Background: an optimization exercise with open tools, aiming at small area and a short achievable clock period. Do not read the settings as production practice.
In this exercise RTL edits were held to simulation tests only and were not proved equivalent to the original.
Power figures rest on the tool's default switching activity, not on a simulated workload.

==> design/flow/design.v <==
module APB_master (
    input PCLK,
    input PRESETn,
    input psel1,
    input [3:0] pstrb,
    input Transfer,
    input pwrite,
    input [31:0] pwdata,
    output ld,                  
    output wc,                  
    output rd_en,               
    output reg [31:0] wd        
    );
    reg s_setup, s_access, s_hung;
    wire s_idle = ~(s_setup | s_access | s_hung);
    always @(posedge PCLK or negedge PRESETn) begin
        if (!PRESETn) begin
            s_setup  <= 1'b0;
            s_access <= 1'b0;
            s_hung   <= 1'b0;
        end else begin
            s_setup  <= (s_idle | s_access) & Transfer;
            s_access <= s_setup & psel1;
            s_hung   <= s_hung | (s_setup & ~psel1);
        end
    end
    assign ld = s_setup;
    reg wr;
    always @(posedge PCLK)
        if (s_setup)
            wr <= pwrite;
    function [31:0] encode(input [31:0] d, input [3:0] s);
        case (s)
            4'b0001: encode = {{24{d[7]}}, d[7:0]};
            4'b0010: encode = {{16{d[15]}}, d[15:8], 8'h00};
            4'b0011: encode = {{16{d[15]}}, d[15:0]};
            4'b0100: encode = {{16{d[23]}}, d[23:16], 8'h00};
            4'b0101: encode = {{8{d[23]}}, d[23:16], 8'h00, d[7:0]};
            4'b0110: encode = {{8{d[23]}}, d[23:8], 8'h00};
            4'b0111: encode = {{8{d[23]}}, d[23:0]};
            4'b1000: encode = {d[31:24], 24'h000000};
            4'b1001: encode = {d[31:24], 16'h0000, d[7:0]};
            4'b1010: encode = {d[30:23], 8'h00, d[15:8], 8'h00};
            4'b1011: encode = {d[30:23], 8'h00, d[15:0]};
            4'b1100: encode = {d[31:16], 16'h0000};
            4'b1101: encode = {d[31:16], 8'h00, d[7:0]};
            4'b1110: encode = {d[31:8], 8'h00};
            4'b1111: encode = d;
            default: encode = 32'h00000000;
        endcase
    endfunction
    always @(posedge PCLK) begin
        if (s_setup)
            wd <= pwdata;
        else if (s_access)
            wd <= encode(wd, pstrb);
    end
    assign wc = s_access & wr;
    assign rd_en = s_access & ~wr & (pstrb == 4'b0000);
endmodule
module APB_Slave (
    input PCLK,
    input PRESETn,
    input [31:0] paddr,
    input ld,                   
    input wc,                   
    input rd_en,                
    input [31:0] wd,
    output reg [31:0] PRDATA
    );
    wire in_range = ~|paddr[31:10];
    wire [8*32-1:0] qrd;
    genvar j;
    generate
        for (j = 0; j < 8; j = j + 1) begin : q
            APB_memquad quad (
                .PCLK(PCLK), .ld(ld),
                .sel_in(in_range & (paddr[9:7] == j)), .a_in(paddr[6:0]),
                .wc(wc), .wd(wd), .rd(qrd[32*j +: 32])
            );
        end
    endgenerate
    wire [31:0] n0, n1, n2, n3, p0, p1, rd_n;
    APB_nor2 o0 (.a(qrd[0 +: 32]),   .b(qrd[32 +: 32]),  .y(n0));
    APB_nor2 o1 (.a(qrd[64 +: 32]),  .b(qrd[96 +: 32]),  .y(n1));
    APB_nor2 o2 (.a(qrd[128 +: 32]), .b(qrd[160 +: 32]), .y(n2));
    APB_nor2 o3 (.a(qrd[192 +: 32]), .b(qrd[224 +: 32]), .y(n3));
    APB_nand2 a0 (.a(n0), .b(n1), .y(p0));
    APB_nand2 a1 (.a(n2), .b(n3), .y(p1));
    APB_nor2 o4 (.a(p0), .b(p1), .y(rd_n));
    always @(posedge PCLK or negedge PRESETn) begin
        if (!PRESETn)
            PRDATA <= 32'h00000000;
        else if (rd_en)
            PRDATA <= ~rd_n;
    end
endmodule
module APB_memquad (
    input PCLK,
    input ld,
    input sel_in,
    input [6:0] a_in,
    input wc,
    input [31:0] wd,
    output [31:0] rd
    );
    wire [4*32-1:0] grd;
    genvar j;
    generate
        for (j = 0; j < 4; j = j + 1) begin : g
            APB_memgroup grp (
                .PCLK(PCLK), .ld(ld),
                .sel_in(sel_in & (a_in[6:5] == j)), .a_in(a_in[4:0]),
                .wc(wc), .wd(wd), .rd(grd[32*j +: 32])
            );
        end
    endgenerate
    wire [31:0] n0, n1;
    APB_nor2 o0 (.a(grd[0 +: 32]),  .b(grd[32 +: 32]), .y(n0));
    APB_nor2 o1 (.a(grd[64 +: 32]), .b(grd[96 +: 32]), .y(n1));
    APB_nand2 a0 (.a(n0), .b(n1), .y(rd));
endmodule
module APB_memgroup (
    input PCLK,
    input ld,
    input sel_in,
    input [4:0] a_in,
    input wc,                   
    input [31:0] wd,
    output [31:0] rd
    );
    reg wv;
    always @(posedge PCLK)
        wv <= wc;
    reg [3:0] h;
    reg [7:0] l;
    always @(posedge PCLK)
        if (ld) begin
            h <= {3'd0, sel_in} << a_in[4:3];
            l <= 8'd1 << a_in[2:0];
        end
    wire [31:0] s;
    wire [31:0] we;
    wire [32*32-1:0] q;
    genvar k;
    generate
        for (k = 0; k < 32; k = k + 1) begin : w
            assign s[k]  = h[k/8] & l[k%8];
            assign we[k] = s[k] & wv;
            APB_memword word (.PCLK(PCLK), .we(we[k]), .keep(~we[k]), .wd(wd),
                              .q(q[32*k +: 32]));
        end
    endgenerate
    wire [4*32-1:0] r8;
    generate
        for (k = 0; k < 4; k = k + 1) begin : m
            APB_rdmux8 mux (.s(s[8*k +: 8]), .q(q[256*k +: 256]), .rd(r8[32*k +: 32]));
        end
    endgenerate
    wire [31:0] n0, n1;
    APB_nor2 o0 (.a(r8[0 +: 32]),  .b(r8[32 +: 32]), .y(n0));
    APB_nor2 o1 (.a(r8[64 +: 32]), .b(r8[96 +: 32]), .y(n1));
    APB_nand2 a0 (.a(n0), .b(n1), .y(rd));
endmodule
module APB_rdmux8 (
    input [7:0] s,
    input [8*32-1:0] q,
    output [31:0] rd
    );
    assign rd = (q[0 +: 32]   & {32{s[0]}}) | (q[32 +: 32]  & {32{s[1]}}) |
                (q[64 +: 32]  & {32{s[2]}}) | (q[96 +: 32]  & {32{s[3]}}) |
                (q[128 +: 32] & {32{s[4]}}) | (q[160 +: 32] & {32{s[5]}}) |
                (q[192 +: 32] & {32{s[6]}}) | (q[224 +: 32] & {32{s[7]}});
endmodule
module APB_memword (
    input PCLK,
    input we,
    input keep,
    input [31:0] wd,
    output reg [31:0] q
    );
    always @(posedge PCLK)
        q <= (q & {32{keep}}) | (wd & {32{we}});
endmodule
module APB_nor2 (
    input [31:0] a,
    input [31:0] b,
    output [31:0] y
    );
    assign y = ~(a | b);
endmodule
module APB_nand2 (
    input [31:0] a,
    input [31:0] b,
    output [31:0] y
    );
    assign y = ~(a & b);
endmodule
module APB_top #(
        parameter ADDR_WIDTH = 32,
        parameter DATA_WIDTH = 32
    ) (
    input PCLK,
    input PRESETn,
    input [ADDR_WIDTH-1:0] paddr,
    input psel1,
    input [(DATA_WIDTH/8)-1:0] pstrb,
    input Transfer,
    input pwrite,
    input [DATA_WIDTH-1:0] pwdata,
    output [31:0] PRDATA
    );
    wire        ld;
    wire        wc;
    wire        rd_en;
    wire [31:0] wd;
    APB_master Master (
        .PCLK(PCLK), .PRESETn(PRESETn),
        .psel1(psel1), .pstrb(pstrb), .Transfer(Transfer),
        .pwrite(pwrite), .pwdata(pwdata),
        .ld(ld), .wc(wc), .rd_en(rd_en), .wd(wd)
    );
    APB_Slave Slave (
        .PCLK(PCLK), .PRESETn(PRESETn),
        .paddr(paddr), .ld(ld), .wc(wc), .rd_en(rd_en), .wd(wd),
        .PRDATA(PRDATA)
    );
endmodule
==> design/flow/run.sh <==
#!/bin/bash
# synth_recipe.tcl (not shown) runs the flow's synth.tcl, then flattens the netlist and writes it again
# the make line also repeats each setting of config.mk as NAME=value (left out here)
make -C /OpenROAD-flow-scripts/flow DESIGN_CONFIG=/design/flow/config.mk WORK_HOME=/design/flow/orfs CLKGATE_MAP_FILE= SYNTH_SCRIPT=/design/flow/synth_recipe.tcl finish
==> design/flow/config.mk <==
export PLATFORM = sky130hd
export DESIGN_NAME = APB_top
export DESIGN_NICKNAME = APB_top
export VERILOG_FILES = /design/flow/design.v
export SDC_FILE = /design/flow/constraint.sdc
export NUM_CORES = 8
export LEC_CHECK = 0
export CAP_MARGIN = 35
export CORE_MARGIN = 2
export CORE_UTILIZATION = 55
export CTS_CLUSTER_DIAMETER = 80
export CTS_CLUSTER_SIZE = 25
export PLACE_DENSITY = 0.65
export SETUP_SLACK_MARGIN = 3.2
export SLEW_MARGIN = 35
export SYNTH_HIERARCHICAL = 1
export SYNTH_MEMORY_MAX_BITS = 65536
==> design/flow/constraint.sdc <==
create_clock -name core_clock -period 7.0 [get_ports {PCLK}]
set_input_delay 1.4000 -clock core_clock [delete_from_list [all_inputs] [get_ports {PCLK}]]
set_output_delay 1.4000 -clock core_clock [all_outputs]
set_load 0.01 [all_outputs]
==> metrics.md, run 1 <==
| Metric | Value |
|---|---|
| Top FF cell, synth | `dfxtp_1` |
| Layout check faults | `antenna rules` |
| Worst-margin pin slew | `around 1400 ps` |
| Cell taking the most area after synthesis | `dfxtp_1` |
| Largest net degree at the start of global routing | `137` |
| Vias in the first global route | `around 900k` |
| Layout area overhead | `3.113%` |
| H-tree depth | `7` |
| Simple-gate portion of the synthesized area | `0.05043` |
| Required time of the critical path | `roughly 8500 ps` |
| Global-route wire length before repair | `~6400000 µm` |
| Largest family of logic cells by synthesized area | `compound AO/OA/AOI/OAI gates` |
| First-iteration detailed-routing DRC count | `roughly 120k` |
| Max-cap violations | `0` |
| Worst EP arrival | `between 5000 and 6000 ps` |
| Worst setup margin | `roughly 3100 ps` |
| Final cycle utilization of the critical path | `0.5636` |
| Ys Warns | `10` |
| Commonest cells after routing, fill and taps aside | `dfxtp_1, a22o_1, a22oi_1` |
| Sequential area share after synthesis | `0.5402` |
| Final slew viol count | `0` |
| Core box area | `2250000 µm²` |
| Synthesized Nets | `104289` |
| Setup violators final | `0` |
| Detailed Routing Iterations Pass 1 | `9` |
| DR vias/cell | `around 7.3` |
| Syn Area/Cell | `roughly 12 µm²` |
| Post-synthesis compound-gate area fraction | `0.3328` |
| Clk_skew | `99.62 ps` |
| Routed len/inst | `roughly 34 µm` |
| Async SR Flop Fraction | `0.001053` |
| Number of synthesized flops with an enable pin | `417` |
| RSZ-0062 raised after global routing | `yes` |
| Max clock buf depth | `6` |
| Multiplexer share of the synthesized area | `0.0002502` |
| Worst Setup End Kind | `register` |
| Grt ovf | `0` |
| Synth Area in XOR/XNOR | `0.000007061` |
| Total CTS buffers | `around 1600` |
| Via count | `around 960k` |
| Crit Path Max Fanout | `32` |
| CP Class | `reg2reg` |
| Die Span X | `1506 µm` |
| Final Hold Viols | `0` |
| Fmax | `approximately 0.25 GHz` |
| Final TNS setup | `0 ps` |
| Worst vdd ir | `~0.26 mV` |
| CTS Sinks | `33252` |
| Mapped cell area | `~1200000 µm²` |
| Critical path launch point type | `register` |
| CTS clk-pin slew, worst paths | `approximately 110 ps` |
| Lkg Pwr | `around 480 nW` |
| DRC errors left | `0` |
| Final Power | `approximately 480 mW` |
| Worst-skew pair later-pin latency | `1700 ps` |
| Num ports | `105` |
| Yosys cell types | `48` |
| Starting Density | `0.5514` |
| Minimum clock period | `between 3000 and 4000 ps` |
| Share of cells above drive strength 1 | `0.1042` |
| Dpl hpwl | `between 2000000 and 3000000 µm` |
| Clock root buffer | `clkbuf_16` |
| Placer Congestion | `approximately 0.88` |
| Post-Syn Instances | `about 100k` |
| # rows | `551` |
| Yosys top cell area share | `0.5294` |
| Synth Register Bits | `roughly 33000` |
| Synth Area in Adders | `0` |
| DRT antenna net count | `3` |
| Gr usage total | `0.3722` |
| Die Area | `2267000 µm²` |
| Worst reg-to-reg path cell count | `12` |
| Commonest non-fill, non-tap cell in the layout | `dfxtp_1` |
| Top area cells in the synthesized netlist | `dfxtp_1, a22o_1, a22oi_1` |
| Post-Layout Cell Count | `~130k` |
| Routed wire length | `approximately 4500000 µm` |
| Hold WC Path Type | `in2async` |
| Post-placement cell count | `between 100k and 150k` |
| Antenna violations before repair | `160` |
| Die H | `1506 µm` |
| Relative slew margins | `0.08197` |
| CTS tree | `done` |
| Buffers on Ports | `between 100 and 150` |
| Status | `failed layout checks` |
| Place WS | `1293 ps` |
| Post-layout net count | `between 100k and 150k` |
| Pwr/cell area | `372.3 nW/µm²` |
## cells in the mapped netlist (all sizes together), types with 36 or more instances
cell,instances
nand2,1385
and3,1097
dfxtp,32800
nand3,1026
nor2,2724
and2,1034
clkbuf,263
a22oi,16384
edfxtp,417
nor3b,136
and3b,177
nand4,4097
buf,9705
a22o,32769
nor3,36
## metrics by stage
step / cell area (µm²) / util / hold WS, ps
3_3_place_gp: 1213000 / 0.5392 / 441.4
4_1_cts: 1273000 / 0.5657 / 121.2
2_1_floorplan: 1240000 / - / 428.7
3_5_place_dp: 1215000 / 0.5403 / 449.7
6_report: 1279000 / 0.5685 / 245.7
5_1_grt: 1279000 / 0.5684 / 198.6
## logic make-up (layout without fill, tap and decap cells)
group,Yosys count,in the layout
other,0,209
XOR/XNOR,1,1
AND/OR/NAND/NOR,11738,11740
AO/OA/AOI/OAI,49191,49191
flip-flops,33252,33252
buffers and inverters,10003,6529
multiplexers,31,31
## area by class of cell
cell class | instances | area (µm²)
Fill cell | 189017 | 970600
Sequential cell | 33252 | 670100
Multi-Input combinational cell | 60963 | 484200
Clock buffer | 1855 | 42840
Tap cell | 29862 | 37360
Timing Repair Buffer | 4075 | 36570
Clock inverter | 564 | 7238
Antenna cell | 209 | 523.0
Inverter | 35 | 131.4
## what timing repair did
item,CTS,global route
hold buffers,1,0
resized for setup,1469,575
gates cloned,0,2
pin swaps,191,318
hold endpoints to repair,4,0
endpoints found under the setup margin,64,49
buffers inserted,360,366
## flip-flops by register name, summed over array words and instances (netlist names)
register,cells
Slave.q.quad.g.grp.w.word.q,32768
Slave.PRDATA,32
Master.s_setup,1
Master.wd,32
Master.s_access,1
Slave.q.quad.g.grp.h,128
Slave.q.quad.g.grp.wv,32
Master.wr,1
Slave.q.quad.g.grp.l,256
Master.s_hung,1
## layer usage
metal	up-vias	track usage	routed length (µm)
li1	407157	-	-
met1	484801	0.4989	1800000
met2	55792	0.5394	1878000
met3	9044	0.1008	523100
met4	90	0.2165	293300
met5	-	0	591
## modules after synthesis (local to each module, per instance), a selection
| module | cells inside | cell area (µm²) | flip-flops and latches |
|---|---|---|---|
| APB_master | 154 | 1760 | 36 |
| APB_Slave | 126 | 1425 | 32 |
| APB_rdmux8 | 184 | 1319 | 0 |
| APB_memgroup | 144 | 1190 | 13 |
| APB_memword | 70 | 991.0 | 32 |
| APB_nand2 | 32 | 120.1 | 0 |
| APB_nor2 | 32 | 120.1 | 0 |
| APB_memquad | 4 | 37.54 | 0 |
## power breakdown
part	internal, mW	leakage (nW)	switching [mW]
Clock	47.5	24.3	65.3
Sequential	231	273	22.6
Combinational	47.5	183	62.4
## final timing paths
path | slack [ps] | from | endpoint
setup / recovery | 3060 | Slave.q[1].quad.g[3].grp.h[3] | Slave.PRDATA[9]
hold / removal | 250 | PRESETn | Master.s_hung
setup reg to reg | 3060 | Slave.q[1].quad.g[3].grp.h[3] | Slave.PRDATA[9]
hold reg to reg | 470 | Master.s_hung | Master.s_hung
min in group core_clock | 320 | paddr[3] | Slave.q[0].quad.g[3].grp.h[2]
max in group asynchronous | 5460 | PRESETn | Slave.PRDATA[29]
## critical path, cell delays in order, from the launching register on
cell and delay, ps:
edfxtp_1 570, and2_1 230, buf_4 300, a22oi_1 320
nand4_1 130, nor2_1 450, nand2_1 270, nor2_2 410
nand2_1 160, nor2_4 340, nand2_2 290, nor2_1 160
mux2i_1 100
==> run 2: changes to the inputs <==
--- a/design/flow/config.mk
+++ b/design/flow/config.mk
@@ -11,7 +11,7 @@
 export CTS_CLUSTER_DIAMETER = 80
 export CTS_CLUSTER_SIZE = 25
 export PLACE_DENSITY = 0.65
-export SETUP_SLACK_MARGIN = 3.2
+export SETUP_SLACK_MARGIN = 3.3
 export SLEW_MARGIN = 35
 export SYNTH_HIERARCHICAL = 1
 export SYNTH_MEMORY_MAX_BITS = 65536
==> metrics.md, run 2 <==
| Metric | Value |
|---|---|
| Status | `finished clean` |
| Top cell family by delay on the critical path | `flip-flops` |
| Worst vdd ir | `about 0.27 mV` |
| Cells along the critical path | `buf_12` |
| Dpl hpwl | `2567000 µm` |
| Synth Register Bits | `33252` |
| Die Area | `2267000 µm²` |
| Max-cap violations | `0` |
| Die H | `1506 µm` |
| Crit Path Max Fanout | `2` |
| Top FF cell, synth | `dfxtp_1` |
| Setup violators final | `0` |
| Lkg Pwr | `just under 500 nW` |
| Slowest stage cell, crit path | `dfrtp_4` |
| Vias in the first global route | `905911` |
| Critical path launch point type | `register` |
| CP Class | `reg2out` |
| Max clock buf depth | `6` |
| Synthesized Nets | `104289` |
| Final slew viol count | `0` |
| Grt ovf | `0` |
| Placer Congestion | `roughly 0.9` |
| Total CTS buffers | `1621` |
| Worst-margin pin slew | `1359 ps` |
| Number of synthesized flops with an enable pin | `~420` |
| DR vias/cell | `around 7.3` |
| Fmax | `~0.25 GHz` |
| Top-count cell post-synth | `dfxtp_1` |
| Clk_skew | `between 100 and 150 ps` |
| Share of cells above drive strength 1 | `0.1083` |
| Routed wire length | `~4500000 µm` |
| Num ports | `105` |
| RR Startpoint | `Slave.q[4].quad.g[3].grp.h[2]` |
| Pwr/cell area | `between 300 and 400 nW/µm²` |
| Post-layout net count | `around 100k` |
| Syn Area/Cell | `11.90 µm²` |
| CTS Sinks | `around 33000` |
| DRT antenna net count | `0` |
| Core box area | `between 2000000 and 2500000 µm²` |
| Commonest cells after routing, fill and taps aside | `dfxtp_1, a22o_1, a22oi_1` |
| Via count | `approximately 960k` |
| Post-Syn Instances | `roughly 100k` |
| Worst-skew pair later-pin latency | `1710 ps` |
| Final std cell area, no fill | `1283000 µm²` |
| Commonest cells in the netlist | `dfxtp_1, a22o_1, a22oi_1` |
| Placed Instance Area | `between 1000000 and 1500000 µm²` |
| Routed len/inst | `~34 µm` |
| Worst EP arrival | `roughly 2500 ps` |
| Sequential area share after synthesis | `0.5402` |
| Minimum clock period | `between 3000 and 4000 ps` |
| Final cycle utilization of the critical path | `0.5619` |
| Starting Density | `0.5514` |
| RSZ-0062 raised after global routing | `yes` |
| Hold WC Path Type | `in2async` |
| Detailed Routing Iterations Pass 1 | `7` |
| Buf/Inv on CP | `1` |
| Relative slew margins | `0.09415` |
| Global-route wire length before repair | `approximately 6400000 µm` |
| Async SR Flop Fraction | `0.001053` |
| H-tree depth | `7` |
| DRC errors left | `0` |
| Yosys top cell area share | `0.5294` |
| Antenna violations before repair | `between 150 and 200` |
| Commonest non-fill, non-tap cell in the layout | `dfxtp_1` |
| Buffers on Ports | `approximately 100` |
| Core Util, Final | `0.5701` |
| Largest net degree at the start of global routing | `137` |
| Clock root buffer | `clkbuf_16` |
| Final Hold Viols | `0` |
| Worst stage delay on the critical path | `approximately 620 ps` |
| Gr usage total | `0.3727` |
| Yosys cell types | `between 40 and 50` |
| Regs by FF count | `Slave.q.quad.g.grp.w.word.q (32768), Slave.q.quad.g.grp.l (256), Slave.q.quad.g.grp.h (128)` |
| Top area cells in the synthesized netlist | `dfxtp_1, a22o_1, a22oi_1` |
| CTS clk-pin slew, worst paths | `around 100 ps` |
| First-iteration detailed-routing DRC count | `124328` |
| Final TNS setup | `0 ps` |
| Mapped cell area | `around 1200000 µm²` |
| Worst Setup End Kind | `primary output` |
| CP startpoint | `Slave.PRDATA[29]` |
| Cell taking the most area after synthesis | `dfxtp_1` |
| Largest register FFs | `between 30000 and 40000` |
| Die Span X | `around 1500 µm` |
| Layout area overhead | `3.398%` |
| Required time of the critical path | `around 5600 ps` |
| CTS tree | `done` |
| Ys Warns | `10` |
| Largest Register | `Slave.q.quad.g.grp.w.word.q` |
| # rows | `551` |
## run 2: cell counts after synthesis
No cell type changed its count.
## run 2: report_power, final
group | total [mW] | internal (mW) | switching (mW)
logic | 111 | 48.0 | 63.0
clock network | 113 | 47.5 | 65.3
registers | 253 | 231 | 22.6
total | 477 | 326 | 151
## run 2: routing by layer
metal  up-vias  GRT usage  share of wire
li1     407575          -              -
met1    485826     0.4997           0.40
met2     56005     0.5411           0.42
met3      9252     0.1005           0.12
met4        84     0.2149          0.065
met5         -          0        0.00012
## run 2: cell type report
class / instances / area, µm²
Timing Repair Buffer: 4244 / 38600
Fill cell: 188694 / 967000
Clock buffer: 1855 / 42840
Tap cell: 29862 / 37360
Sequential cell: 33252 / 670100
Clock inverter: 564 / 7238
Multi-Input combinational cell: 60966 / 485600
Inverter: 35 / 131.4
Antenna cell: 220 / 550.5
## run 2: logic make-up after synthesis
kind of cell           share of synthesized area
flip-flops                                0.5402
buffers and inverters                    0.07629
AND/OR/NAND/NOR                          0.05043
multiplexers                           0.0002502
XOR/XNOR                             0.000007063
AO/OA/AOI/OAI                             0.3328
## run 2: worst paths after layout
check / to / slack [ps] / cells past startpoint
max in group asynchronous: Slave.PRDATA[29] / 5530 / 3
max reg2reg: Slave.PRDATA[21] / 3110 / 13
min in group core_clock: Slave.q[0].quad.g[3].grp.h[2] / 300 / 2
min: Master.s_hung / 230 / 2
min reg2reg: Master.s_hung / 480 / 1
max: PRDATA[29] / 3070 / 1
## run 2: per-module statistics from Yosys, one instance, submodules excluded, excerpt
module	cell area, µm²	cells	copies in the design
APB_memword	991.0	70	1024
APB_nor2	120.1	32	85
APB_master	1760	154	1
APB_memquad	37.54	4	8
APB_rdmux8	1319	184	128
APB_nand2	120.1	32	42
APB_memgroup	1190	144	32
APB_Slave	1425	126	1
## run 2: stage by stage
stage | hold WS, ps | std cells | total power [mW] | setup slack [ps]
after global placement | 441.4 | 127352 | 355.0 | 830.7
after detailed placement | 449.7 | 127424 | 358.3 | 1293
after floorplan | 428.7 | 104216 | 316.5 | -11630
after CTS | 121.2 | 130438 | 471.1 | 2987
after global routing | 205.6 | 130849 | 491.9 | 3051
final | 226.1 | 130998 | 477.3 | 3067
## run 2: timing repair
action,4_1_cts,5_1_grt
cloned,2,10
hold buffers,1,0
hold endpoints to repair,4,0
resized for setup,1784,864
setup buffers,592,295
setup endpoints to repair,64,60
pin swaps,301,453
==> run 3: changes to the inputs <==
==> design/flow/config.mk (replaced) <==
export PLATFORM = sky130hd
export DESIGN_NAME = APB_top
export DESIGN_NICKNAME = APB_top
export VERILOG_FILES = /design/flow/design.v
export SDC_FILE = /design/flow/constraint.sdc
export NUM_CORES = 8
export LEC_CHECK = 0
export CAP_MARGIN = 28
export CORE_MARGIN = 2
export CORE_UTILIZATION = 55
export CTS_CLUSTER_DIAMETER = 80
export CTS_CLUSTER_SIZE = 25
export PLACE_DENSITY = 0.65
export SETUP_SLACK_MARGIN = 3.3
export SLEW_MARGIN = 28
export SYNTH_HIERARCHICAL = 1
export SYNTH_MEMORY_MAX_BITS = 65536
==> metrics.md, run 3 <==
| Metric | Value |
|---|---|
| Status | `finished clean` |
| Syn Area/Cell | `11.90 µm²` |
| Multi-input gate area | `485300 µm²` |
| Max-cap violations | `0` |
| Place WS | `between 1000 and 1500 ps` |
| Sequential area share after synthesis | `0.5402` |
| Routed wire length | `4502000 µm` |
| RR Startpoint | `Slave.q[0].quad.g[0].grp.h[0]` |
| Fmax | `approximately 0.26 GHz` |
| Global-route wire length before repair | `6439000 µm` |
| Vias in the first global route | `between 900k and 1000k` |
| CP Class | `reg2reg` |
| Lkg Pwr | `around 480 nW` |
| Num ports | `~110` |
| Mapped cell area | `~1200000 µm²` |
| Cells along the critical path | `buf_1 -> and2_1 -> buf_4 -> a22oi_1 -> nand4_1 -> nor2_2 -> nand2_1 -> nor2_4 -> nand2_2 -> nor2_4 -> nand2_1 -> nor2_1 -> mux2i_1` |
| Async SR Flop Fraction | `0.001053` |
| DR vias/cell | `around 7.3` |
| Antenna violations before repair | `152` |
| Via count | `957118` |
| Top FF cell, synth | `dfxtp_1` |
| DRT antenna net count | `0` |
| Number of synthesized flops with an enable pin | `about 420` |
| Dpl hpwl | `approximately 2600000 µm` |
| Core box area | `2250000 µm²` |
| Total CTS buffers | `around 1600` |
| Ys Warns | `10` |
| CTS clk-pin slew, worst paths | `about 100 ps` |
| Routed len/inst | `34.39 µm` |
| Worst stage delay on the critical path | `approximately 500 ps` |
| Worst reg-to-reg path cell count | `13` |
| Critical path launch point type | `register` |
| H-tree depth | `7` |
| Grt ovf | `0` |
| Relative slew margins | `0.1046` |
| Synth Register Bits | `between 30000 and 40000` |
| Top-count cell post-synth | `dfxtp_1` |
| Slowest stage cell, crit path | `nor2_4` |
| Max clock buf depth | `6` |
| Worst-skew pair later-pin latency | `approximately 1700 ps` |
| Flip-flop and latch area | `between 600000 and 700000 µm²` |
| CTS tree | `done` |
| Worst setup margin | `3082 ps` |
| Minimum clock period | `3918 ps` |
| FILL cells | `around 190k` |
| Die H | `1506 µm` |
| Clk_skew | `between 100 and 150 ps` |
| Top area cells in the synthesized netlist | `dfxtp_1, a22o_1, a22oi_1` |
| Pwr/cell area | `roughly 370 nW/µm²` |
| Placer Congestion | `a little under 0.9` |
| Share of cells above drive strength 1 | `0.1083` |
| Hold WC Path Type | `in2async` |
| Setup violators final | `0` |
| Multiplexer share of the synthesized area | `0.0002502` |
| Cell taking the most area after synthesis | `dfxtp_1` |
| Commonest cells in the netlist | `dfxtp_1, a22o_1, a22oi_1` |
| Largest net degree at the start of global routing | `around 140` |
| Synth Area in XOR/XNOR | `0.000007061` |
| Largest Register | `Slave.q.quad.g.grp.w.word.q` |
| RSZ-0062 raised after global routing | `yes` |
| Required time of the critical path | `between 8000 and 9000 ps` |
| CTS Sinks | `roughly 33000` |
| Synthesized Nets | `roughly 100k` |
| Simple-gate portion of the synthesized area | `0.05043` |
| Post-Syn Instances | `~100k` |
| Layout area overhead | `3.267%` |
| FF-to-FF End | `Slave.PRDATA[20]` |
| Final TNS setup | `0 ps` |
| Yosys cell types | `48` |
| # rows | `551` |
| Final Hold Viols | `0` |
| R2R Setup Slk | `3080 ps` |
| Largest register FFs | `around 33000` |
| Detailed Routing Iterations Pass 1 | `7` |
| DRC errors left | `0` |
| Worst vdd ir | `~0.30 mV` |
| Final slew viol count | `0` |
| Commonest non-fill, non-tap cell in the layout | `dfxtp_1` |
| Buffers on Ports | `104` |
| Post-synthesis compound-gate area fraction | `0.3328` |
| Synth Area in Adders | `0` |
| Worst EP arrival | `5400 ps` |
| Final Power | `477.2 mW` |
| Regs by FF count | `Slave.q.quad.g.grp.w.word.q (32768), Slave.q.quad.g.grp.l (256), Slave.q.quad.g.grp.h (128)` |
| Commonest cells after routing, fill and taps aside | `dfxtp_1, a22o_1, a22oi_1` |
| Final cycle utilization of the critical path | `0.5597` |
| Worst-margin pin slew | `1343 ps` |
| First-iteration detailed-routing DRC count | `between 100k and 150k` |
| Gr usage total | `0.3724` |
| Core Util, Final | `0.5694` |
| Starting Density | `0.5514` |
| Crit Path Max Fanout | `32` |
| Largest family of logic cells by synthesized area | `compound AO/OA/AOI/OAI gates` |
| Die Area | `between 2000000 and 2500000 µm²` |
| Post-layout net count | `around 100k` |
| Worst Setup End Kind | `register` |
| Clock root buffer | `clkbuf_16` |
| Yosys top cell area share | `0.5294` |
| Die Span X | `approximately 1500 µm` |
## run 3: cell counts after synthesis
Identical to the previous run, type by type.
## run 3: layout make-up
class / count / share of cell area
inverter: 35 / 0.0001026
timing repair buffer: 4228 / 0.02934
clock inverter: 571 / 0.005738
antenna: 163 / 0.0003184
sequential: 33252 / 0.5232
clock buffer: 1843 / 0.03330
tap: 29862 / 0.02917
multi-input combinational: 60965 / 0.3788
## run 3: worst max path at each step
stage | start | end | slack, ps | cells after the start
after detailed placement | Slave.q[4].quad.g[0].grp.h[2] | Slave.PRDATA[6] | 1300 | 12
final | Slave.q[0].quad.g[0].grp.h[0] | Slave.PRDATA[20] | 3080 | 13
after CTS | Slave.PRDATA[31] | PRDATA[31] | 3020 | 1
after global routing | Slave.PRDATA[31] | PRDATA[31] | 3070 | 1
after floorplan | Master.wd[15] | Master.wd[30] | -11630 | 3
after global placement | Slave.q[4].quad.g[0].grp.h[2] | Slave.PRDATA[7] | 830 | 12
## run 3: per-module statistics from Yosys, one instance, submodules excluded, excerpt
module | cells inside | copies in the design | cell area [µm²] | flip-flops and latches
APB_memgroup | 144 | 32 | 1190 | 13
APB_rdmux8 | 184 | 128 | 1319 | 0
APB_memquad | 4 | 8 | 37.54 | 0
APB_memword | 70 | 1024 | 991.0 | 32
APB_nand2 | 32 | 42 | 120.1 | 0
APB_nor2 | 32 | 85 | 120.1 | 0
APB_Slave | 126 | 1 | 1425 | 32
## run 3: through the flow
step	cell area, µm²	hold WS [ps]	std cells
3_3_place_gp	1213000	441.4	127352
2_1_floorplan	1240000	428.7	104216
5_1_grt	1281000	195.3	130816
4_1_cts	1273000	125.8	130294
3_5_place_dp	1214000	449.7	127381
6_report	1281000	249.0	130919
## run 3: repair_timing
item | CTS | global route
pin swaps | 299 | 478
hold buffers | 1 | 0
gates cloned | 0 | 17
endpoints found under the setup margin | 64 | 59
setup buffers | 498 | 423
gates resized for setup | 1819 | 958
endpoints found under the hold margin | 4 | 0
## run 3: where the power goes
part / switching [mW] / leakage [nW] / internal (mW)
combinational: 63.0 / 184 / 48.0
clock: 65.3 / 24.4 / 47.5
sequential: 22.5 / 273 / 231
total: 151 / 482 / 326
## run 3: worst max-delay path: cells and delay by family (launching register included)
kind	cells	cell delay, ps
compound gates	1	240
buf+inv	2	430
flops	1	410
mux	1	80
simple gates	9	2520
## run 3: layer usage
layer,vias up,track usage,wire (µm),share of wire
li1,407315,-,-,-
met2,55800,0.5398,1878000,0.42
met4,88,0.2166,297300,0.066
met1,484724,0.4999,1805000,0.40
met5,-,0,607,0.00013
met3,9191,0.09977,521100,0.12
## run 3: logic make-up after synthesis
group	count (synthesis)
buffers and inverters	10003
AO/OA/AOI/OAI	49191
multiplexers	31
flip-flops	33252
AND/OR/NAND/NOR	11738
XOR/XNOR	1
==> run 4: changes to the inputs <==
==> design/flow/config.mk (replaced) <==
export PLATFORM = sky130hd
export DESIGN_NAME = APB_top
export DESIGN_NICKNAME = APB_top
export VERILOG_FILES = /design/flow/design.v
export SDC_FILE = /design/flow/constraint.sdc
export NUM_CORES = 8
export LEC_CHECK = 0
export CAP_MARGIN = 25
export CORE_MARGIN = 2
export CORE_UTILIZATION = 55
export CTS_CLUSTER_DIAMETER = 80
export CTS_CLUSTER_SIZE = 25
export PLACE_DENSITY = 0.65
export SETUP_SLACK_MARGIN = 3.3
export SLEW_MARGIN = 25
export SYNTH_HIERARCHICAL = 1
export SYNTH_MEMORY_MAX_BITS = 65536
==> metrics.md, run 4 <==
| Metric | Value |
|---|---|
| FILL cells | `189415` |
| Max clock buf depth | `6` |
| Routed len/inst | `roughly 34 µm` |
| Final TNS setup | `0 ps` |
| Required time of the critical path | `8530 ps` |
| Core box area | `roughly 2200000 µm²` |
| Final slew viol count | `0` |
| Critical path launch point type | `register` |
| Dpl hpwl | `~2600000 µm` |
| Post-layout net count | `approximately 100k` |
| CTS clk-pin slew, worst paths | `110 ps` |
| Worst Setup End Kind | `register` |
| Hold WC Path Type | `in2async` |
| Clk_skew | `~100 ps` |
| Worst vdd ir | `approximately 0.27 mV` |
| Final cycle utilization of the critical path | `0.5683` |
| DR vias/cell | `about 7.3` |
| Largest net degree at the start of global routing | `roughly 140` |
| Minimum clock period | `around 4000 ps` |
| Gr usage total | `0.3723` |
| R2R Setup Slk | `3020 ps` |
| Ys Warns | `10` |
| First-iteration detailed-routing DRC count | `between 100k and 150k` |
| Syn Area/Cell | `between 10 and 15 µm²` |
| Commonest cells in the netlist | `dfxtp_1, a22o_1, a22oi_1` |
| Top area cells in the synthesized netlist | `dfxtp_1, a22o_1, a22oi_1` |
| Lkg Pwr | `between 400 and 500 nW` |
| Commonest non-fill, non-tap cell in the layout | `dfxtp_1` |
| Antenna violations before repair | `147` |
| RSZ-0062 raised after global routing | `yes` |
| CTS tree | `done` |
| Layout area overhead | `3.081%` |
| Grt ovf | `0` |
| Share of cells above drive strength 1 | `0.1065` |
| Synth Register Bits | `approximately 33000` |
| Worst reg-to-reg path cell count | `13` |
| Core Util, Final | `0.5684` |
| Relative slew margins | `0.06033` |
| Buffers on Ports | `about 100` |
| Setup violators final | `0` |
| Post-Syn Instances | `approximately 100k` |
| # rows | `551` |
| Worst-skew pair later-pin latency | `1690 ps` |
| Place WS | `approximately 1300 ps` |
| Synthesized Nets | `104289` |
| Total CTS buffers | `about 1600` |
| Fmax | `roughly 0.25 GHz` |
| CP Class | `reg2reg` |
| Detailed Routing Iterations Pass 1 | `9` |
| Number of synthesized flops with an enable pin | `roughly 420` |
| Commonest cells after routing, fill and taps aside | `dfxtp_1, a22o_1, a22oi_1` |
| Placed Instance Area | `1213000 µm²` |
| Metal3 WL | `between 500000 and 600000 µm` |
| Global-route wire length before repair | `~6400000 µm` |
| Pwr/cell area | `roughly 370 nW/µm²` |
| Regs by FF count | `Slave.q.quad.g.grp.w.word.q (32768), Slave.q.quad.g.grp.l (256), Slave.q.quad.g.grp.h (128)` |
| Yosys top cell area share | `0.5294` |
| Via count | `~960k` |
| Sequential area share after synthesis | `0.5402` |
| Top-count cell post-synth | `dfxtp_1` |
| Largest Register | `Slave.q.quad.g.grp.w.word.q` |
| RR Startpoint | `Slave.q[0].quad.g[3].grp.h[3]` |
| Yosys cell types | `48` |
| Cell taking the most area after synthesis | `dfxtp_1` |
| CP startpoint | `Slave.q[0].quad.g[3].grp.h[3]` |
| Routed wire length | `4498000 µm` |
| Worst stage delay on the critical path | `~450 ps` |
| Worst-margin pin slew | `1410 ps` |
| DRC errors left | `0` |
| Worst setup margin | `roughly 3000 ps` |
| Die Area | `approximately 2300000 µm²` |
| Clock root buffer | `clkbuf_16` |
| Num ports | `approximately 110` |
| DR top layer | `met5` |
| Placer Congestion | `roughly 0.88` |
| CP Capture Point | `Slave.PRDATA[6]` |
| Die H | `1506 µm` |
| Worst EP arrival | `approximately 5500 ps` |
| Post-placement cell count | `around 130k` |
| Final std cell area, no fill | `roughly 1300000 µm²` |
| Final Hold Viols | `0` |
| Crit Path Max Fanout | `32` |
| Met2 Wirelength | `between 1500000 and 2000000 µm` |
| Max-cap violations | `0` |
| Status | `finished clean` |
| Largest register FFs | `32768` |
| Slowest stage cell, crit path | `nor2_4` |
| Die Span X | `~1500 µm` |
| Cells along the critical path | `clkdlybuf4s18_2 -> and2_1 -> buf_6 -> a22oi_1 -> nand4_1 -> nor2_1 -> nand2_1 -> nor2_2 -> nand2_2 -> nor2_4 -> nand2_1 -> nor2_1 -> mux2i_1` |
| Starting Density | `0.5514` |
| DRT antenna net count | `0` |
| Top FF cell, synth | `dfxtp_1` |
| H-tree depth | `7` |
| Vias in the first global route | `approximately 900k` |
| CTS Sinks | `between 30000 and 40000` |
| Mapped cell area | `1240000 µm²` |
| DRT met1 WL | `1800000 µm` |
| Post-Layout Cell Count | `between 100k and 150k` |
| FF-to-FF End | `Slave.PRDATA[6]` |
| Async SR Flop Fraction | `0.001053` |
run 4: cell counts after synthesis:
No cell type changed its count.
run 4: per-stage QoR:
step	hold WS (ps)	power, mW
2_1_floorplan	428.7	316.5
3_5_place_dp	449.7	358.2
5_1_grt	162.6	491.6
4_1_cts	86.11	470.8
6_report	211.2	476.9
3_3_place_gp	441.4	355.0
run 4: how the worst min path moves through the flow:
stage                  start            end  slack (ps)  cells after the start
3_3_place_gp   Master.s_hung  Master.s_hung         440                      1
4_1_cts              PRESETn  Master.s_hung          90                      2
5_1_grt              PRESETn  Master.s_hung         160                      2
2_1_floorplan  Master.s_hung  Master.s_hung         430                      1
3_5_place_dp   Master.s_hung  Master.s_hung         450                      1
6_report             PRESETn  Master.s_hung         210                      2
run 4: cells by family after synthesis:
logic type | count (synthesis) | share of synthesized area
AOI/OAI and AO/OA | 49191 | 0.3328
xor gates and xnor gates | 1 | 0.000007063
buffers and inverters | 10003 | 0.07629
DFF | 33252 | 0.5402
muxes | 31 | 0.0002502
and+or+nand+nor | 11738 | 0.05043
run 4: critical path, delay by kind of cell (launching register included):
kind | cells | cell delay [ps]
buffers and inverters | 2 | 500
AOI/OAI and AO/OA | 1 | 190
DFF | 1 | 410
muxes | 1 | 90
and+or+nand+nor | 9 | 2630
run 4: final cells by class:
cell class | count | area, µm² | area share
diodes | 187 | 467.9 | 0.0003660
multi-input cells | 60961 | 484800 | 0.3791
clock buffers | 1839 | 42540 | 0.03327
repair buffers | 4096 | 35720 | 0.02794
inverters | 35 | 131.4 | 0.0001028
clock inverters | 598 | 7483 | 0.005853
flip-flops and latches | 33252 | 670100 | 0.5241
well taps | 29862 | 37360 | 0.02922
run 4: metal layers:
layer | global-route usage | vias up
li1 | - | 407085
met1 | 0.4996 | 484802
met2 | 0.5401 | 55527
met3 | 0.1001 | 9198
met4 | 0.2156 | 104
met5 | 0 | -
run 4: power breakdown:
part | switching, mW | total (mW) | leakage, nW | internal, mW
Clock | 65.6 | 113 | 24.3 | 47.3
Combinational | 62.9 | 111 | 183 | 47.8
Sequential | 22.5 | 253 | 273 | 231
run 4: repair_timing:
item,CTS,global route
hold buffers,1,0
pin swaps,274,424
gates resized for setup,1757,831
gates cloned,0,3
setup endpoints to repair,64,63
hold endpoints to repair,4,0
buffers inserted,471,353
run 4: Yosys stat by module (local to each module, per instance), a selection:
| module | cells inside | flip-flops and latches | times used | cell area (µm²) |
|---|---|---|---|---|
| APB_memword | 70 | 32 | 1024 | 991.0 |
| APB_nor2 | 32 | 0 | 85 | 120.1 |
| APB_rdmux8 | 184 | 0 | 128 | 1319 |
| APB_master | 154 | 36 | 1 | 1760 |
| APB_memquad | 4 | 0 | 8 | 37.54 |
| APB_Slave | 126 | 32 | 1 | 1425 |
| APB_memgroup | 144 | 13 | 32 | 1190 |
| APB_nand2 | 32 | 0 | 42 | 120.1 |
==> run 5: changes to the inputs <==
==> design/flow/config.mk (replaced) <==
export PLATFORM = sky130hd
export DESIGN_NAME = APB_top
export DESIGN_NICKNAME = APB_top
export VERILOG_FILES = /design/flow/design.v
export SDC_FILE = /design/flow/constraint.sdc
export NUM_CORES = 8
export LEC_CHECK = 0
export CAP_MARGIN = 35
export CORE_MARGIN = 2
export CORE_UTILIZATION = 55
export CTS_CLUSTER_DIAMETER = 80
export CTS_CLUSTER_SIZE = 25
export PLACE_DENSITY = 0.65
export SETUP_SLACK_MARGIN = 3.1
export SLEW_MARGIN = 35
export SYNTH_HIERARCHICAL = 1
export SYNTH_MEMORY_MAX_BITS = 65536
==> metrics.md, run 5 <==
| Metric | Value |
|---|---|
| Commonest cells in the netlist | `dfxtp_1, a22o_1, a22oi_1` |
| Async SR Flop Fraction | `0.001053` |
| Grt ovf | `0` |
| Final cycle utilization of the critical path | `0.5852` |
| Num ports | `~110` |
| CTS clk-pin slew, worst paths | `110 ps` |
| Placer Congestion | `just under 0.9` |
| Worst setup margin | `between 2000 and 3000 ps` |
| Via count | `between 900k and 1000k` |
| Synth Register Bits | `33252` |
| Top area cells in the synthesized netlist | `dfxtp_1, a22o_1, a22oi_1` |
| Commonest non-fill, non-tap cell in the layout | `dfxtp_1` |
| Gr usage total | `0.3718` |
| Worst EP arrival | `roughly 5600 ps` |
| Required time of the critical path | `around 8500 ps` |
| Largest Register | `Slave.q.quad.g.grp.w.word.q` |
| DRT antenna net count | `1` |
| Layout check faults | `antenna rules` |
| Buffers on Ports | `between 100 and 150` |
| Commonest cells after routing, fill and taps aside | `dfxtp_1, a22o_1, a22oi_1` |
| # rows | `between 500 and 600` |
| Place WS | `between 1000 and 1500 ps` |
| Global-route wire length before repair | `roughly 6400000 µm` |
| Max clock buf depth | `6` |
| Post-Layout Cell Count | `roughly 130k` |
| Detailed Routing Iterations Pass 1 | `9` |
| Regs by FF count | `Slave.q.quad.g.grp.w.word.q (32768), Slave.q.quad.g.grp.l (256), Slave.q.quad.g.grp.h (128)` |
| Die H | `around 1500 µm` |
| Die Area | `about 2300000 µm²` |
| Final Hold Viols | `0` |
| DR vias/cell | `7.317` |
| Ys Warns | `10` |
| Final TNS setup | `0 ps` |
| Number of synthesized flops with an enable pin | `between 400 and 500` |
| Final hold slack | `approximately 240 ps` |
| Hold WC Path Type | `in2async` |
| Yosys top cell area share | `0.5294` |
| Worst-margin pin slew | `roughly 1300 ps` |
| Core box area | `between 2000000 and 2500000 µm²` |
| Vias in the first global route | `approximately 900k` |
| Max-cap violations | `0` |
| Cell taking the most area after synthesis | `dfxtp_1` |
| Pwr/cell area | `roughly 370 nW/µm²` |
| Fmax | `0.2441 GHz` |
| Relative slew margins | `0.1573` |
| Synthesized Nets | `around 100k` |
| Dpl hpwl | `2567000 µm` |
| Largest net degree at the start of global routing | `137` |
| CP Class | `reg2reg` |
| Minimum clock period | `roughly 4100 ps` |
| Clock root buffer | `clkbuf_16` |
| DRC errors left | `0` |
| Worst Setup End Kind | `register` |
| Layout area overhead | `2.868%` |
| Sequential area share after synthesis | `0.5402` |
| H-tree depth | `7` |
| Yosys cell types | `48` |
| Clk_skew | `101.3 ps` |
| Die Span X | `between 1500 and 2000 µm` |
| Largest register FFs | `between 30000 and 40000` |
| Total CTS buffers | `~1600` |
| Worst-skew pair later-pin latency | `1700 ps` |
| FILL cells | `approximately 190k` |
| Share of cells above drive strength 1 | `0.1007` |
| Mapped cell area | `1240000 µm²` |
| Core Util, Final | `0.5672` |
| Worst vdd ir | `0.2623 mV` |
| Critical path launch point type | `register` |
| Crit Path Max Fanout | `32` |
| Starting Density | `0.5514` |
| Top-count cell post-synth | `dfxtp_1` |
| Final slew viol count | `0` |
| Post-Syn Instances | `104216` |
| Top FF cell, synth | `dfxtp_1` |
| Status | `failed layout checks` |
| CTS Sinks | `approximately 33000` |
| Post-layout net count | `between 90000 and 100k` |
| RSZ-0062 raised after global routing | `yes` |
| First-iteration detailed-routing DRC count | `about 120k` |
| Setup violators final | `0` |
| CTS tree | `done` |
| Lkg Pwr | `roughly 480 nW` |
| Antenna violations before repair | `roughly 160` |
| Syn Area/Cell | `around 12 µm²` |
| Post-placement cell count | `approximately 130k` |
| Routed wire length | `about 4500000 µm` |
| Routed len/inst | `between 30 and 40 µm` |
-- run 5: cell counts after synthesis --
Identical to the previous run, type by type.
-- run 5: worst paths after layout --
check | startpoint | to | slack [ps] | cells after the start
worst min register to register | Master.s_hung | Master.s_hung | 470 | 1
worst max-delay path | Slave.q[0].quad.g[3].grp.h[3] | Slave.PRDATA[19] | 2900 | 12
max in group asynchronous | PRESETn | Slave.PRDATA[29] | 5500 | 3
worst min-delay path | PRESETn | Master.s_hung | 240 | 2
worst max register to register | Slave.q[0].quad.g[3].grp.h[3] | Slave.PRDATA[19] | 2900 | 12
min in group core_clock | paddr[1] | Slave.q[0].quad.g[3].grp.l[0] | 330 | 2
-- run 5: worst max-delay path, cell delays in order (launching register included) --
cell	delay (ps)
edfxtp_1	520
and2_1	210
buf_4	280
a22oi_1	280
nand4_1	350
nor2_2	290
nand2_1	270
nor2_2	290
nand2_2	290
nor2_4	530
nand2_2	280
nor2_1	150
mux2i_1	90
-- run 5: cell type report --
| class | count | area [µm²] | area share |
|---|---|---|---|
| flip-flops and latches | 33252 | 670100 | 0.5252 |
| multi-input cells | 60963 | 482900 | 0.3785 |
| repair buffers | 3889 | 34890 | 0.02735 |
| well taps | 29862 | 37360 | 0.02928 |
| clock inverters | 564 | 7238 | 0.005673 |
| diodes | 159 | 397.9 | 0.0003118 |
| inverters | 35 | 131.4 | 0.0001030 |
| clock buffers | 1855 | 42840 | 0.03358 |
-- run 5: report_power, final --
part           total (mW)  internal, mW  switching [mW]
Clock                 113          47.5            65.2
Combinational         109          47.1            61.7
Sequential            254           231            22.7
-- run 5: modules after synthesis, one instance, submodules excluded, a selection --
module,times used,cell area (µm²)
APB_Slave,1,1425
APB_master,1,1760
APB_memgroup,32,1190
APB_memquad,8,37.54
APB_memword,1024,991.0
APB_nand2,42,120.1
APB_nor2,85,120.1
APB_rdmux8,128,1319
-- run 5: through the flow --
stage	instance area [µm²]	power [mW]
global route	1276000	489.8
detailed placement	1215000	358.3
global placement	1213000	355.0
finish	1276000	475.1
floorplan	1240000	316.5
CTS	1270000	469.6
-- run 5: kinds of logic after synthesis --
kind of cell | synth area share
AO/OA/AOI/OAI | 0.3328
flip-flops | 0.5402
AND/OR/NAND/NOR | 0.05043
buffers and inverters | 0.07629
multiplexers | 0.0002502
XOR/XNOR | 0.000007063
-- run 5: timing repair --
| item | in CTS | in global routing |
|---|---|---|
| cloned | 0 | 2 |
| endpoints found under the setup margin | 63 | 34 |
| hold buffers | 1 | 0 |
| pin swaps | 123 | 229 |
| resized for setup | 1172 | 435 |
| buffers inserted | 224 | 314 |
| endpoints found under the hold margin | 4 | 0 |
-- run 5: routing by layer --
metal | wire length [µm] | vias to the layer above | global-route usage
met5 | 563 | - | 0
li1 | - | 406723 | -
met3 | 522200 | 9250 | 0.1005
met4 | 297200 | 84 | 0.2153
met2 | 1872000 | 55978 | 0.5394
met1 | 1797000 | 483457 | 0.4984
==> run 6: changes to the inputs <==
--- a/design/flow/config.mk
+++ b/design/flow/config.mk
@@ -11,7 +11,7 @@
 export CTS_CLUSTER_DIAMETER = 80
 export CTS_CLUSTER_SIZE = 25
 export PLACE_DENSITY = 0.65
-export SETUP_SLACK_MARGIN = 3.1
+export SETUP_SLACK_MARGIN = 3.4
 export SLEW_MARGIN = 35
 export SYNTH_HIERARCHICAL = 1
 export SYNTH_MEMORY_MAX_BITS = 65536
==> metrics.md, run 6 <==
| Metric | Value |
|---|---|
| Dpl hpwl | `between 2000000 and 3000000 µm` |
| H-tree depth | `7` |
| R2R Setup Slk | `2990 ps` |
| Via count | `~960k` |
| Clock root buffer | `clkbuf_16` |
| Vias in the first global route | `between 900k and 1000k` |
| Post-synthesis compound-gate area fraction | `0.3328` |
| Sequential area share after synthesis | `0.5402` |
| Buffers on Ports | `104` |
| Final hold slack | `approximately 230 ps` |
| Largest register FFs | `between 30000 and 40000` |
| Top FF cell, synth | `dfxtp_1` |
| Detailed Routing Iterations Pass 1 | `9` |
| Yosys cell types | `48` |
| Post-Layout Cell Count | `131172` |
| Syn Area/Cell | `between 10 and 15 µm²` |
| Grt ovf | `0` |
| Worst Setup End Kind | `register` |
| Setup violators final | `0` |
| Relative slew margins | `0.1562` |
| Gr usage total | `0.3733` |
| Placed Instance Area | `about 1200000 µm²` |
| DR top layer | `met5` |
| Starting Density | `0.5514` |
| Final Hold Viols | `0` |
| Post-Syn Instances | `around 100k` |
| Largest Register | `Slave.q.quad.g.grp.w.word.q` |
| Antenna violations before repair | `around 140` |
| Clk_skew | `slightly above 100 ps` |
| Num ports | `between 100 and 150` |
| Metal3 WL | `~530000 µm` |
| Mapped cell area | `1240000 µm²` |
| Yosys top cell area share | `0.5294` |
| Layout area overhead | `3.792%` |
| Die Area | `about 2300000 µm²` |
| CTS tree | `done` |
| Worst vdd ir | `roughly 0.26 mV` |
| Ys Warns | `10` |
| Max-cap violations | `0` |
| DRT antenna net count | `0` |
| Hold WC Path Type | `in2async` |
| CTS Sinks | `between 30000 and 40000` |
| Regs by FF count | `Slave.q.quad.g.grp.w.word.q (32768), Slave.q.quad.g.grp.l (256), Slave.q.quad.g.grp.h (128)` |
| Commonest non-fill, non-tap cell in the layout | `dfxtp_1` |
| Commonest cells after routing, fill and taps aside | `dfxtp_1, a22o_1, a22oi_1` |
| DRC errors left | `0` |
| Synth Area in Adders | `0` |
| Top area cells in the synthesized netlist | `dfxtp_1, a22o_1, a22oi_1` |
| Final std cell area, no fill | `about 1300000 µm²` |
| CTS clk-pin slew, worst paths | `100 ps` |
| Die H | `about 1500 µm` |
| Max clock buf depth | `6` |
| Worst EP arrival | `5520 ps` |
| First-iteration detailed-routing DRC count | `around 120k` |
| Post-placement cell count | `about 130k` |
| Final TNS setup | `0 ps` |
| RSZ-0062 raised after global routing | `yes` |
| Cell taking the most area after synthesis | `dfxtp_1` |
| Pwr/cell area | `371.8 nW/µm²` |
| Final slew viol count | `0` |
| CP startpoint | `Slave.q[0].quad.g[2].grp.h[1]` |
| FILL cells | `188058` |
| Synthesized Nets | `104289` |
| Post-layout net count | `100390` |
| Global-route wire length before repair | `~6500000 µm` |
| Minimum clock period | `~4000 ps` |
| Die Span X | `1506 µm` |
| Core Util, Final | `0.5723` |
| DR vias/cell | `roughly 7.3` |
| Critical path launch point type | `register` |
| # rows | `roughly 550` |
| Final cycle utilization of the critical path | `0.5732` |
| Required time of the critical path | `approximately 8500 ps` |
| Routed len/inst | `approximately 34 µm` |
| Worst-margin pin slew | `roughly 1300 ps` |
| Top-count cell post-synth | `dfxtp_1` |
| Worst-skew pair later-pin latency | `between 1500 and 2000 ps` |
| Commonest cells in the netlist | `dfxtp_1, a22o_1, a22oi_1` |
| Number of synthesized flops with an enable pin | `roughly 420` |
| Async SR Flop Fraction | `0.001053` |
| Met2 Wirelength | `approximately 1900000 µm` |
| Multiplexer share of the synthesized area | `0.0002502` |
| Total CTS buffers | `between 1500 and 2000` |
| Core box area | `2250000 µm²` |
| Share of cells above drive strength 1 | `0.1131` |
| CP Class | `reg2reg` |
| Placer Congestion | `0.8816` |
| Synth Register Bits | `between 30000 and 40000` |
| Largest family of logic cells by synthesized area | `compound AO/OA/AOI/OAI gates` |
| Fmax | `0.2492 GHz` |
| Largest net degree at the start of global routing | `about 140` |
| DRT met1 WL | `1803000 µm` |
| Crit Path Max Fanout | `19` |
| Simple-gate portion of the synthesized area | `0.05043` |
| RR Startpoint | `Slave.q[0].quad.g[2].grp.h[1]` |
| Routed wire length | `between 4000000 and 5000000 µm` |
| Lkg Pwr | `around 480 nW` |
| Status | `finished clean` |
| Synth Area in XOR/XNOR | `0.000007061` |
-- run 6: cell count changes in the layout (fill, tap and decap cells not counted), sizes merged --
cell           previous run  this run
bufbuf                    0         2
clkdlybuf4s18             1         2
buf                    3786      4318
clkbuf                 1890      1906
diode                   159       197
dlymetal6s2s              2         1
and2                   1036      1041
-- run 6: through the flow --
step	setup slack [ps]	total power, mW
CTS	2987	472.1
floorplan	-11630	316.5
global placement	830.7	355.0
finish	2988	478.6
global route	3051	493.2
detailed placement	1293	358.3
-- run 6: cell type report --
class	count	area (µm²)	area share
clock inverter	564	7238	0.005622
timing repair buffer	4439	41650	0.03235
multi-input combinational	60968	487500	0.3787
antenna	197	493.0	0.0003829
tap	29862	37360	0.02902
inverter	35	131.4	0.0001020
sequential	33252	670100	0.5205
clock buffer	1855	42840	0.03328
-- run 6: critical path, stage by stage, from the launching register on --
cell      delay [ps]
edfxtp_1         580
and2_2           420
buf_4            300
a22oi_1          220
nand4_1          430
nor2_4           300
nand2_1          150
nor2_4           250
nand2_2          250
nor2_4           570
nand2_1          140
nor2_1           120
mux2i_1           90
-- run 6: report_power, final --
group	internal, mW	total, mW	switching, mW
logic	48.6	112	63.7
clock network	47.5	113	65.3
registers	231	253	22.6
total	327	479	152
-- run 6: logic make-up after synthesis --
kind of cell | after synthesis
AOI/OAI and AO/OA | 49191
muxes | 31
and+or+nand+nor | 11738
xor gates and xnor gates | 1
buffers and inverters | 10003
DFF | 33252
-- run 6: final timing paths --
kind	endpoint	cells past startpoint
min	Master.s_hung	2
max	Slave.PRDATA[16]	12
max reg2reg	Slave.PRDATA[16]	12
min in group core_clock	Slave.q[0].quad.g[3].grp.l[0]	2
min reg2reg	Master.s_hung	1
max in group asynchronous	Slave.PRDATA[29]	3
-- run 6: Yosys stat by module (local to each module, per instance), a selection --
module | cell area, µm² | cells | copies in the design
APB_Slave | 1425 | 126 | 1
APB_memgroup | 1190 | 144 | 32
APB_master | 1760 | 154 | 1
APB_rdmux8 | 1319 | 184 | 128
APB_memquad | 37.54 | 4 | 8
APB_memword | 991.0 | 70 | 1024
APB_nor2 | 120.1 | 32 | 85
APB_nand2 | 120.1 | 32 | 42
-- run 6: what timing repair did --
item	in CTS	in global routing
gates cloned	8	43
hold endpoints to repair	4	0
pin swaps	451	603
endpoints found under the setup margin	64	64
hold buffers	1	0
buffers inserted	756	292
gates resized for setup	2280	1137
-- run 6: per-layer routing --
metal,vias up,global-route usage
li1,407950,-
met4,86,0.2169
met5,-,0
met2,56793,0.5415
met1,486519,0.5005
met3,9487,0.1008
==> run 7: changes to the inputs <==
--- a/design/flow/config.mk
+++ b/design/flow/config.mk
@@ -10,8 +10,8 @@
 export CORE_UTILIZATION = 55
 export CTS_CLUSTER_DIAMETER = 80
 export CTS_CLUSTER_SIZE = 25
-export PLACE_DENSITY = 0.65
-export SETUP_SLACK_MARGIN = 3.4
+export PLACE_DENSITY = 0.62
+export SETUP_SLACK_MARGIN = 3.3
 export SLEW_MARGIN = 35
 export SYNTH_HIERARCHICAL = 1
 export SYNTH_MEMORY_MAX_BITS = 65536
==> metrics.md, run 7 <==
| Metric | Value |
|---|---|
| Status | `finished clean` |
| CTS clk-pin slew, worst paths | `between 100 and 150 ps` |
| First-iteration detailed-routing DRC count | `122617` |
| Placed Instance Area | `~1200000 µm²` |
| Clk_skew | `around 110 ps` |
| FILL cells | `between 150k and 200k` |
| Starting Density | `0.5514` |
| Worst-skew pair later-pin latency | `between 1500 and 2000 ps` |
| Yosys cell types | `48` |
| DR vias/cell | `7.291` |
| Final TNS setup | `0 ps` |
| Commonest non-fill, non-tap cell in the layout | `dfxtp_1` |
| Final cycle utilization of the critical path | `0.5888` |
| Worst vdd ir | `about 0.26 mV` |
| RSZ-0062 raised after global routing | `yes` |
| Final Hold Viols | `0` |
| Dpl hpwl | `roughly 2600000 µm` |
| # rows | `551` |
| Detailed Routing Iterations Pass 1 | `7` |
| Placer Congestion | `0.8909` |
| Commonest cells in the netlist | `dfxtp_1, a22o_1, a22oi_1` |
| Largest Register | `Slave.q.quad.g.grp.w.word.q` |
| H-tree depth | `7` |
| Final slew viol count | `0` |
| Synth Register Bits | `~33000` |
| Die Area | `2267000 µm²` |
| Num ports | `~110` |
| Regs by FF count | `Slave.q.quad.g.grp.w.word.q (32768), Slave.q.quad.g.grp.l (256), Slave.q.quad.g.grp.h (128)` |
| Max-cap violations | `0` |
| Global-route wire length before repair | `6547000 µm` |
| Vias in the first global route | `903104` |
| R2R Setup Slk | `2880 ps` |
| Clock root buffer | `clkbuf_16` |
| Routed len/inst | `around 35 µm` |
| CP startpoint | `Slave.q[5].quad.g[0].grp.h[0]` |
| Buffers on Ports | `104` |
| Worst EP arrival | `5610 ps` |
| DRC errors left | `0` |
| Hold WC Path Type | `in2async` |
| Number of synthesized flops with an enable pin | `approximately 420` |
| FF-to-FF End | `Slave.PRDATA[29]` |
| Commonest cells after routing, fill and taps aside | `dfxtp_1, a22o_1, a22oi_1` |
| Setup violators final | `0` |
| Top FF cell, synth | `dfxtp_1` |
| CTS tree | `done` |
| Total CTS buffers | `about 1600` |
| DRT antenna net count | `0` |
| Largest net degree at the start of global routing | `129` |
| Async SR Flop Fraction | `0.001053` |
| Sequential area share after synthesis | `0.5402` |
| Routed wire length | `4590000 µm` |
| Post-layout net count | `around 100k` |
| CP Class | `reg2reg` |
| Relative slew margins | `0.1866` |
| Cell taking the most area after synthesis | `dfxtp_1` |
| Final Power | `479.5 mW` |
| Ys Warns | `10` |
| Gr usage total | `0.3806` |
| Required time of the critical path | `~8500 ps` |
| Pwr/cell area | `roughly 370 nW/µm²` |
| Post-Syn Instances | `between 100k and 150k` |
| Synthesized Nets | `around 100k` |
| Largest register FFs | `about 33000` |
| Mapped cell area | `about 1200000 µm²` |
| Minimum clock period | `4122 ps` |
| RR Startpoint | `Slave.q[5].quad.g[0].grp.h[0]` |
| Grt ovf | `0` |
| Core box area | `2250000 µm²` |
| CP Capture Point | `Slave.PRDATA[29]` |
| Syn Area/Cell | `11.90 µm²` |
| Yosys top cell area share | `0.5294` |
| Die H | `between 1500 and 2000 µm` |
| Fmax | `between 0.2 and 0.25 GHz` |
| Crit Path Max Fanout | `32` |
| Layout area overhead | `3.506%` |
| CTS Sinks | `between 30000 and 40000` |
| Antenna violations before repair | `around 140` |
| Top area cells in the synthesized netlist | `dfxtp_1, a22o_1, a22oi_1` |
| Max clock buf depth | `6` |
| Top-count cell post-synth | `dfxtp_1` |
| Worst-margin pin slew | `1220 ps` |
| Via count | `approximately 960k` |
| Worst reg-to-reg path cell count | `12` |
| Critical path launch point type | `register` |
| Worst Setup End Kind | `register` |
| Die Span X | `about 1500 µm` |
| Lkg Pwr | `roughly 480 nW` |
| Share of cells above drive strength 1 | `0.1110` |
| Final std cell area, no fill | `1284000 µm²` |
-- run 7: cell families after synthesis --
logic type | count (synthesis) | share of synthesized area
xor gates and xnor gates | 1 | 0.000007063
DFF | 33252 | 0.5402
and+or+nand+nor | 11738 | 0.05043
AOI/OAI and AO/OA | 49191 | 0.3328
muxes | 31 | 0.0002502
buffers and inverters | 10003 | 0.07629
-- run 7: cell type report --
class / instances / area [µm²] / share of cell area
Inverter: 35 / 131.4 / 0.0001023
Antenna cell: 175 / 437.9 / 0.0003411
Clock inverter: 620 / 7721 / 0.006014
Clock buffer: 1870 / 43240 / 0.03368
Tap cell: 29862 / 37360 / 0.02910
Multi-Input combinational cell: 60963 / 485400 / 0.3781
Timing Repair Buffer: 4397 / 39330 / 0.03064
Sequential cell: 33252 / 670200 / 0.5220
-- run 7: critical path: stages, from the launching register on --
cell and delay, ps:
edfxtp_1 530, and2_1 220, buf_4 260, a22oi_1 380, nand4_1 240, nor2_1 410, nand2_1 350, nor2_1 450
nand2_2 540, nor2_1 230, nand2_1 90, nor2_1 130, a21oi_1 80
-- run 7: timing repair --
action	CTS	global route
pin swaps	305	392
hold buffers	1	0
endpoints found under the hold margin	11	0
resized for setup	2024	674
gates cloned	0	9
buffers inserted	602	303
setup endpoints to repair	65	64
-- run 7: per-stage QoR --
stage / hold slack [ps] / cells / util / worst slack (ps)
2_1_floorplan: 428.7 / 104216 / - / -11630
3_3_place_gp: 439.1 / 127502 / 0.5397 / 150.2
3_5_place_dp: 450.5 / 127564 / 0.5406 / 922.5
4_1_cts: 149.7 / 130657 / 0.5679 / 2882
5_1_grt: 245.2 / 131065 / 0.5706 / 2939
6_report: 259.6 / 131174 / 0.5707 / 2878
-- run 7: worst min path at each step --
stage	end	startpoint	cells after the start
floorplan	Master.s_hung	Master.s_hung	1
global placement	Master.s_hung	Master.s_hung	1
detailed placement	Master.s_hung	Master.s_hung	1
CTS	Slave.q[0].quad.g[3].grp.h[0]	paddr[3]	2
global route	Master.s_access	PRESETn	2
finish	Master.s_access	PRESETn	2
-- run 7: Yosys stat by module, one instance, submodules excluded, a selection --
module | flip-flops and latches | times used
APB_Slave | 32 | 1
APB_master | 36 | 1
APB_memgroup | 13 | 32
APB_memquad | 0 | 8
APB_memword | 32 | 1024
APB_nand2 | 0 | 42
APB_rdmux8 | 0 | 128
-- run 7: layer usage --
layer  wire length (µm)  global-route usage  share of wire  vias to the layer above
li1                   -                   -              -                   407829
met1            1867000              0.5148           0.41                   486638
met2            1920000              0.5550           0.42                    53182
met3             480300             0.08487           0.10                     8726
met4             321500              0.2326          0.070                       64
met5                447                   0       0.000097                        -
-- run 7: where the power goes --
group / internal, mW / leakage (nW) / switching, mW
clock: 48.0 / 24.7 / 66.2
sequential: 231 / 273 / 22.5
combinational: 48.0 / 186 / 63.9

## port drivers added, routing unchanged
How much do the figures lean on ideal ports? The routed layouts below were timed once more, with nothing changed but the port constraints. Step 1: set_driving_cell puts a clkbuf_16 on PCLK and a buf_2 on each other input, an assumption about the parent block. Step 2, shift: input delay + t, output delay - t, t = (earliest + latest rising clock arrival at the registers) / 2. This alone moves slack from input paths to output paths. Slacks: no drivers / after step 1 / after step 2; pairs: no drivers / after step 1.
run | shift t [ns] | slack for setup (ns) | worst slew at a driven data input, ns
run 1 | 1.853 | 3.055 / 2.859 / 2.071 | 0.21
run 2 | 1.880 | 3.067 / 2.837 / 1.983 | 0.21
run 3 | 1.863 | 3.082 / 2.890 / 2.010 | 0.22
run 4 | 1.873 | 3.022 / 2.846 / 2.031 | 0.20
run 5 | 1.867 | 2.904 / 2.850 / 2.097 | 0.22
run 6 | 1.866 | 2.988 / 2.846 / 2.080 | 0.21
run 7 | 1.831 | 2.878 / 2.751 / 1.510 | 0.68
The setup slack of run 7, which loses most, moves by -0.127 ns with the drivers and by -1.368 ns with both steps.
